From an optimization exercise on the open Yosys and OpenROAD flow, aimed at small area, a short achievable clock period and few clock cycles; shortcuts taken in it are not production practice.
Only simulation tests tie the RTL to the original design; equivalence was not proved.
Power figures rest on the tool's default switching activity, not on a simulated workload.

`design/flow/run.sh`:
```
#!/bin/bash
# synth_recipe.tcl (not shown) runs the flow's synth.tcl, then flattens the netlist and writes it again
# the make line also repeats each setting of config.mk as NAME=value (left out here)
make -C /OpenROAD-flow-scripts/flow DESIGN_CONFIG=/design/flow/config.mk WORK_HOME=/design/flow/orfs CLKGATE_MAP_FILE= SYNTH_SCRIPT=/design/flow/synth_recipe.tcl finish
```
`design/flow/config.mk`:
```
export PLATFORM = sky130hd
export DESIGN_NAME = mp3
export DESIGN_NICKNAME = mp3
export VERILOG_FILES = /design/flow/design.v
export SDC_FILE = /design/flow/constraint.sdc
export NUM_CORES = 4
export LEC_CHECK = 0
export CAP_MARGIN = 20
export CORE_MARGIN = 2
export CORE_UTILIZATION = 40
export SLEW_MARGIN = 20
```
`design/flow/constraint.sdc`:
```
create_clock -name core_clock -period 8.0 [get_ports {clk}]
set_input_delay 1.6000 -clock core_clock [delete_from_list [all_inputs] [get_ports {clk}]]
set_output_delay 1.6000 -clock core_clock [all_outputs]
set_load 0.01 [all_outputs]
```
`design/flow/design.v`:
```
module mp3
(
    input clk,
    input rst,
    output logic read_a,
    output logic write_a,
    output logic [1:0] wmask_a,
    output logic [15:0] address_a,
    output logic [15:0] wdata_a,
    input resp_a,
    input [15:0] rdata_a,
    output logic read_b,
    output logic write_b,
    output logic [1:0] wmask_b,
    output logic [15:0] address_b,
    output logic [15:0] wdata_b,
    input resp_b,
    input [15:0] rdata_b
);
assign read_a  = 1'b1;
assign write_a = 1'b0;
assign wmask_a = 2'b00;
assign wdata_a = 16'h0000;
logic [15:0] pc;           
logic [15:0] ir;           
logic [15:0] opa, opb;     
logic [15:0] ptr;          
logic        ind;          
logic [2:0]  cc;           
logic [15:0] rf [0:7];
wire [3:0] eop = ir[15:12];
wire e_add  = eop == 4'b0001;
wire e_and  = eop == 4'b0101;
wire e_not  = eop == 4'b1001;
wire e_shf  = eop == 4'b1101;
wire e_lea  = eop == 4'b1110;
wire e_jsr  = eop == 4'b0100;
wire e_trap = eop == 4'b1111;
wire e_ldr  = eop == 4'b0110;
wire e_ldb  = eop == 4'b0010;
wire e_ldi  = eop == 4'b1010;
wire e_str  = eop == 4'b0111;
wire e_stb  = eop == 4'b0011;
wire e_sti  = eop == 4'b1011;
wire e_store = e_str | e_stb | e_sti;
wire e_load  = e_ldr | e_ldb | e_ldi;
wire e_indir = e_ldi | e_sti;
wire e_req   = e_load | e_store | e_trap;
wire [15:0] st_off = e_stb ? {{10{ir[5]}}, ir[5:0]} : {{9{ir[5]}}, ir[5:0], 1'b0};
wire [15:0] addb   = e_store ? st_off : opb;
wire [15:0] sum    = opa + addb;
logic [15:0] shres;
always_comb begin
    if (!ir[4])      shres = opa << ir[3:0];
    else if (!ir[5]) shres = opa >> ir[3:0];
    else             shres = $signed(opa) >>> ir[3:0];
end
logic [15:0] alures;
always_comb begin
    if (e_and)      alures = opa & opb;
    else if (e_not) alures = ~opa;
    else if (e_shf) alures = shres;
    else            alures = sum;       
end
wire [15:0] ldval = e_ldb ? {8'h00, sum[0] ? rdata_b[15:8] : rdata_b[7:0]} : rdata_b;
wire [15:0] wbd   = e_load ? ldval : (e_trap ? pc : alures);
wire [15:0] ccsrc = e_load ? rdata_b : alures;
wire e_wr   = e_add | e_and | e_not | e_shf | e_lea | e_load | e_jsr | e_trap;
wire e_setc = e_add | e_and | e_not | e_shf | e_lea | e_load;
wire [2:0] wd = (e_jsr | e_trap) ? 3'd7 : ir[11:9];
wire stall = e_req & (!resp_b | (e_indir & !ind));
wire [2:0] cc_e    = {ccsrc[15], ccsrc == 16'h0000, !ccsrc[15] && ccsrc != 16'h0000};
wire [2:0] cc_next = e_setc ? cc_e : cc;
assign read_b    = e_load | e_trap | (e_sti & !ind);
assign write_b   = (e_str | e_stb) | (e_sti & ind);
assign address_b = ind ? ptr : sum;
assign wmask_b   = e_stb ? (sum[0] ? 2'b10 : 2'b01) : 2'b11;
assign wdata_b   = e_stb ? {opb[7:0], opb[7:0]} : opb;
always_ff @(posedge clk) begin
    if (rst)
        ind <= 1'b0;
    else if (e_indir && resp_b)
        ind <= !ind;
end
always_ff @(posedge clk) begin
    if (!ind)
        ptr <= rdata_b;
end
always_ff @(posedge clk) begin
    if (!stall && e_wr)
        rf[wd] <= wbd;
    if (!stall && e_setc)
        cc <= cc_e;
end
wire [15:0] fi  = rdata_a;
wire [3:0]  fop = fi[15:12];
wire f_br    = fop == 4'b0000;
wire f_jmp   = fop == 4'b1100;
wire f_jsr   = fop == 4'b0100;
wire f_lea   = fop == 4'b1110;
wire f_trap  = fop == 4'b1111;
wire f_ldb   = fop == 4'b0010;
wire f_ldw   = fop == 4'b0110 || fop == 4'b1010;    
wire f_store = fop[1:0] == 2'b11 && fop[3:2] != 2'b11;
wire f_imm   = (fop == 4'b0001 || fop == 4'b0101) && fi[5];
wire [2:0] ra = fi[8:6];
wire [2:0] rb = f_store ? fi[11:9] : fi[2:0];
wire [15:0] fa = (e_wr && wd == ra) ? wbd : rf[ra];
wire [15:0] fb = (e_wr && wd == rb) ? wbd : rf[rb];
wire [15:0] pc2 = pc + 16'd2;
wire [15:0] boff = (f_jsr ? {{4{fi[10]}}, fi[10:0], 1'b0} : {{6{fi[8]}}, fi[8:0], 1'b0});
wire [15:0] tgt  = pc2 + boff;
wire taken  = f_br && ((fi[11:9] & cc_next) != 3'b000);
logic [15:0] npc;
always_comb begin
    if (e_trap)                        npc = rdata_b;
    else if (taken || (f_jsr && fi[11])) npc = tgt;
    else if (f_jmp || f_jsr)           npc = fa;
    else                               npc = pc2;
end
logic [15:0] na, nb;
always_comb begin
    if (f_lea || f_jsr) na = pc2;
    else if (f_trap)    na = 16'h0000;
    else                na = fa;
    if (f_lea)          nb = {{6{fi[8]}}, fi[8:0], 1'b0};
    else if (f_jsr)     nb = 16'h0000;
    else if (f_trap)    nb = {7'b0, fi[7:0], 1'b0};
    else if (f_imm)     nb = {{11{fi[4]}}, fi[4:0]};
    else if (f_ldw)     nb = {{9{fi[5]}}, fi[5:0], 1'b0};
    else if (f_ldb)     nb = {{10{fi[5]}}, fi[5:0]};
    else                nb = fb;
end
always_ff @(posedge clk) begin
    if (rst) begin
        pc <= 16'h0000;
        ir <= 16'h0000;
    end else if (!stall) begin
        pc <= npc;
        ir <= e_trap ? 16'h0000 : fi;
    end
end
always_ff @(posedge clk) begin
    if (!stall) begin
        opa <= na;
        opb <= nb;
    end
end
assign address_a = pc;
endmodule
```
==> impl_metrics.yaml <==
power:
  p_per_area_nw_per_um2: 247.3
  clkPwrFrac_pct: 24.6
  p_sw_uw: 1675
  p_seq_share_pct: 35.9
  power_frac_comb_pct: 39.5
  sw_frac_of_total_pct: 38.73
  power_leakage_uw: 0.006249
  internal_power_uw: 2649
  ir_drop_mv: 0.1755
drt:
  drcViolationCount: 0
  wl_per_cell_um: 26.88
  wl_um: 56690
  vias: 13570
  drt_iter0_markers: 1402
  via_per_inst: 6.436
  drt-pass1-iter-count: 5
  ant_nets: 0
final_layout:
  n_antenna_cell: 0
  drive_gt1_share_pct: 14.46
  syn2layout_area_growth_pct: 12.42
  nets: 1643
  final_util_pct: 45.35
  final_cell_area_um2: 17490
  final_cells: 2109
sta:
  setup_viol: 0
  skew_ns: 0.02498
  finalWorstSetupSlack_ns: 1.179
  relSlewSlack_pct: 35.93
  rsz0062_at_grt: "no"
  tns_ns: 0
  fmax_ghz: 0.1466
  min_period_ns: 6.821
  worstMarginPinSlew_ns: 0.9410
  finalHoldViolations: 0
  finalCritPeriodShare_pct: 85.26
  report.final.slew_viol_count: 0
floorplan:
  die_h_um: 201.2
  die_width_um: 201.2
  num_rows: 72
  dieArea_um2: 40480
  io-pin-count: 108
  start_util_pct: 40.34
  coreArea_um2: 38560
worst_setup_path:
  reg2reg_slack_ns: 1.51
  worstReg2RegEnd: "pc[15]"
  endpoint_kind: "output pin"
  reg2reg_from: "ir[13]"
  rr_worst_depth: 15
  worstPathRequired_ns: 6.40
  timing_worst_setup_path_type: "reg -> out"
  path_max_fanout: 18
  crit_arrival_ns: 5.22
  cp-start-kind: "register"
min_path:
  whs_path_depth: 2
  hp-class: "reg -> reg"
  hp-start: "ir[9]"
  whs_endpoint: "ir[9]"
global_route:
  grt_pass1_vias: 12970
  track_usage_pct: 27.62
  antenna_found_initial: 1
  grt.overflow.total: 0
  grt_pass1_wl_um: 84940
  grt_max_degree: 55
place:
  portBuffers: 86
  placed_area_um2: 16730
  routabilityCongestion: 0.9554
  preCtsSetupSlack_ns: 1.601
  hpwl_um: 40510
  dp_cells: 2065
clock_tree:
  cts_max_path_buffers: 3
  tritoncts: "done"
  cts_sinks: 209
  cts_max_level: 1
  clkTransAtPathRegs_ns: 0.06
  hold_buffers: 0
  ctsResizeCount: 0
  cts_buffers: 25
  clock_latency_ns: 0.56
  cts_setup_buffers: 0
  cts_root_buffer: "clkbuf_16"
yosys:
  syn_area_um2: 15550
  synth_edf_count: 179
  async_reset_ff_share_pct: 0
  ys_ff_latch: 209
  synth_warnings: 1
  synth_area_leaders: "edfxtp_1 35%, mux4_2 13%, dfxtp_1 3.9%, nand2_1 3.7%, o21ai_0 3.3%"
  synth_top_area_share_pct: 34.56
  synth_ff_type: "edfxtp_1"
  ys_seq_area_share_pct: 38.42
  synth_most_common_cell: "edfxtp_1"
  yosysTopAreaCell: "edfxtp_1"
  synthTopCellsByCount: "179 x edfxtp_1, 152 x nand2_1, 119 x nor2_1, 104 x o21ai_0, 103 x a21oi_1"
  synth_cell_types: 85
  avgSynthCellArea_um2: 10.01
  postSynthCellCount: 1554
outcome:
  status: "timing/DRC/antenna clean"
run:
  drv_cap: 0
## worst max-delay path by stage
stage                     slack, ns    from             to
final                          1.18  ir[13]  address_b[12]
after global routing           0.81  ir[13]  address_b[12]
after CTS                      1.20  ir[13]  address_b[12]
after detailed placement       1.60  ir[13]         pc[15]
after global placement         1.77  ir[13]         pc[15]
after floorplan                2.41  ir[15]          pc[8]
## through the flow
stage / power [uW] / hold slack (ns)
CTS: 4296 / 0.5581
floorplan: 2530 / 0.5640
detailed placement: 3234 / 0.5499
global route: 4504 / 0.6147
finish: 4324 / 0.5649
global placement: 3219 / 0.5403
## kinds of logic (layout without fill, tap and decap cells)
logic type                 count (synthesis)  after routing  share of synthesized area (%)
DFF                                      209            209                          38.42
adders and majority gates                 33             33                          2.751
xor gates and xnor gates                  36             36                          2.027
buffers and inverters                    198            217                          5.889
muxes                                    171            171                          18.45
and+or+nand+nor                          467            467                          14.07
AOI/OAI and AO/OA                        438            438                          18.34
other                                      2             20                        0.04828
## power groups by stage
stage | logic [uW] | clock network (uW) | registers [uW]
floorplan | 1070 | 0 | 1460
global placement | 1650 | 0 | 1560
detailed placement | 1670 | 0 | 1570
CTS | 1680 | 1080 | 1550
global route | 1820 | 1120 | 1560
finish | 1710 | 1060 | 1550
## cells in the final DEF (no fill, tap or decap), types with 23 or more instances in the layout
cell type / count
inv_1: 45
mux2i_1: 47
o22ai_1: 30
a21o_1: 24
mux2_2: 31
mux4_2: 89
nor2_1: 118
a211oi_1: 29
nor3_1: 23
clkdlybuf4s50_1: 84
o21ai_0: 103
a21oi_1: 103
buf_4: 39
edfxtp_1: 179
and2_1: 25
ha_1: 31
clkbuf_16: 25
dfxtp_1: 27
nand2_1: 152
nand3_1: 53
## worst max-delay path: stages (launching register included)
cell,delay [ns]
dfxtp_1,0.65
nand2_1,0.22
nor3_2,0.52
buf_4,0.29
mux2i_1,0.08
o21ai_0,0.33
ha_1,0.39
o21ai_0,0.28
nor2_1,0.09
o31ai_1,0.14
a21oi_1,0.18
and2_1,0.19
o31ai_1,0.63
clkdlybuf4s50_1,0.67
## per-layer routing
| metal | vias up | global-route usage [%] | wire length (um) |
|---|---|---|---|
| met5 | - | 0 | 0 |
| li1 | 5947 | - | - |
| met3 | 143 | 4.859 | 5902 |
| met1 | 6639 | 38.49 | 22820 |
| met2 | 845 | 42.54 | 25190 |
| met4 | 0 | 11.71 | 2785 |
## layout make-up
class                           instances  area, um^2
Inverter                               48       180.2
Clock inverter                         14       97.59
Tap cell                              518       648.1
Multi-Input combinational cell       1165        8782
Fill cell                            3755       21070
Clock buffer                           30       654.4
Timing Repair Buffer                  125        1144
Sequential cell                       209        5979
## flip-flops by register name (all words and copies together), names as in the netlist
signal  count
cc          3
ind         1
ir         13
opa        16
opb        16
pc         16
ptr        16
rf        128
Testbench counts, summed over its fixed seeds: cycles 126,939.

-- port drivers added, routing unchanged --
In the flow no input, the clock included, has a driving cell. The finished layout below was timed again as built, in two steps. Step 1: set_driving_cell puts a clkbuf_16 on clk and a buf_2 on each other input, an assumption about the parent block. Step 2 adds t to the input delays and takes it off the output delays; t is the mean of the earliest and latest rising clock arrival at the registers after step 1. Input paths then give back, and output paths get back, about the clock's delay inside the block. Slacks: ideal / step 1 / step 2; pairs: ideal / step 1.
shift t [ns]: 0.593
setup slack, ns: 1.179 / 1.130 / 1.515
latest minus earliest clock arrival (ns): 0.030 / 0.031
After both steps setup and hold are still met in this run. The setup slack of this run moves by -0.049 ns with the drivers and by +0.336 ns with both steps.
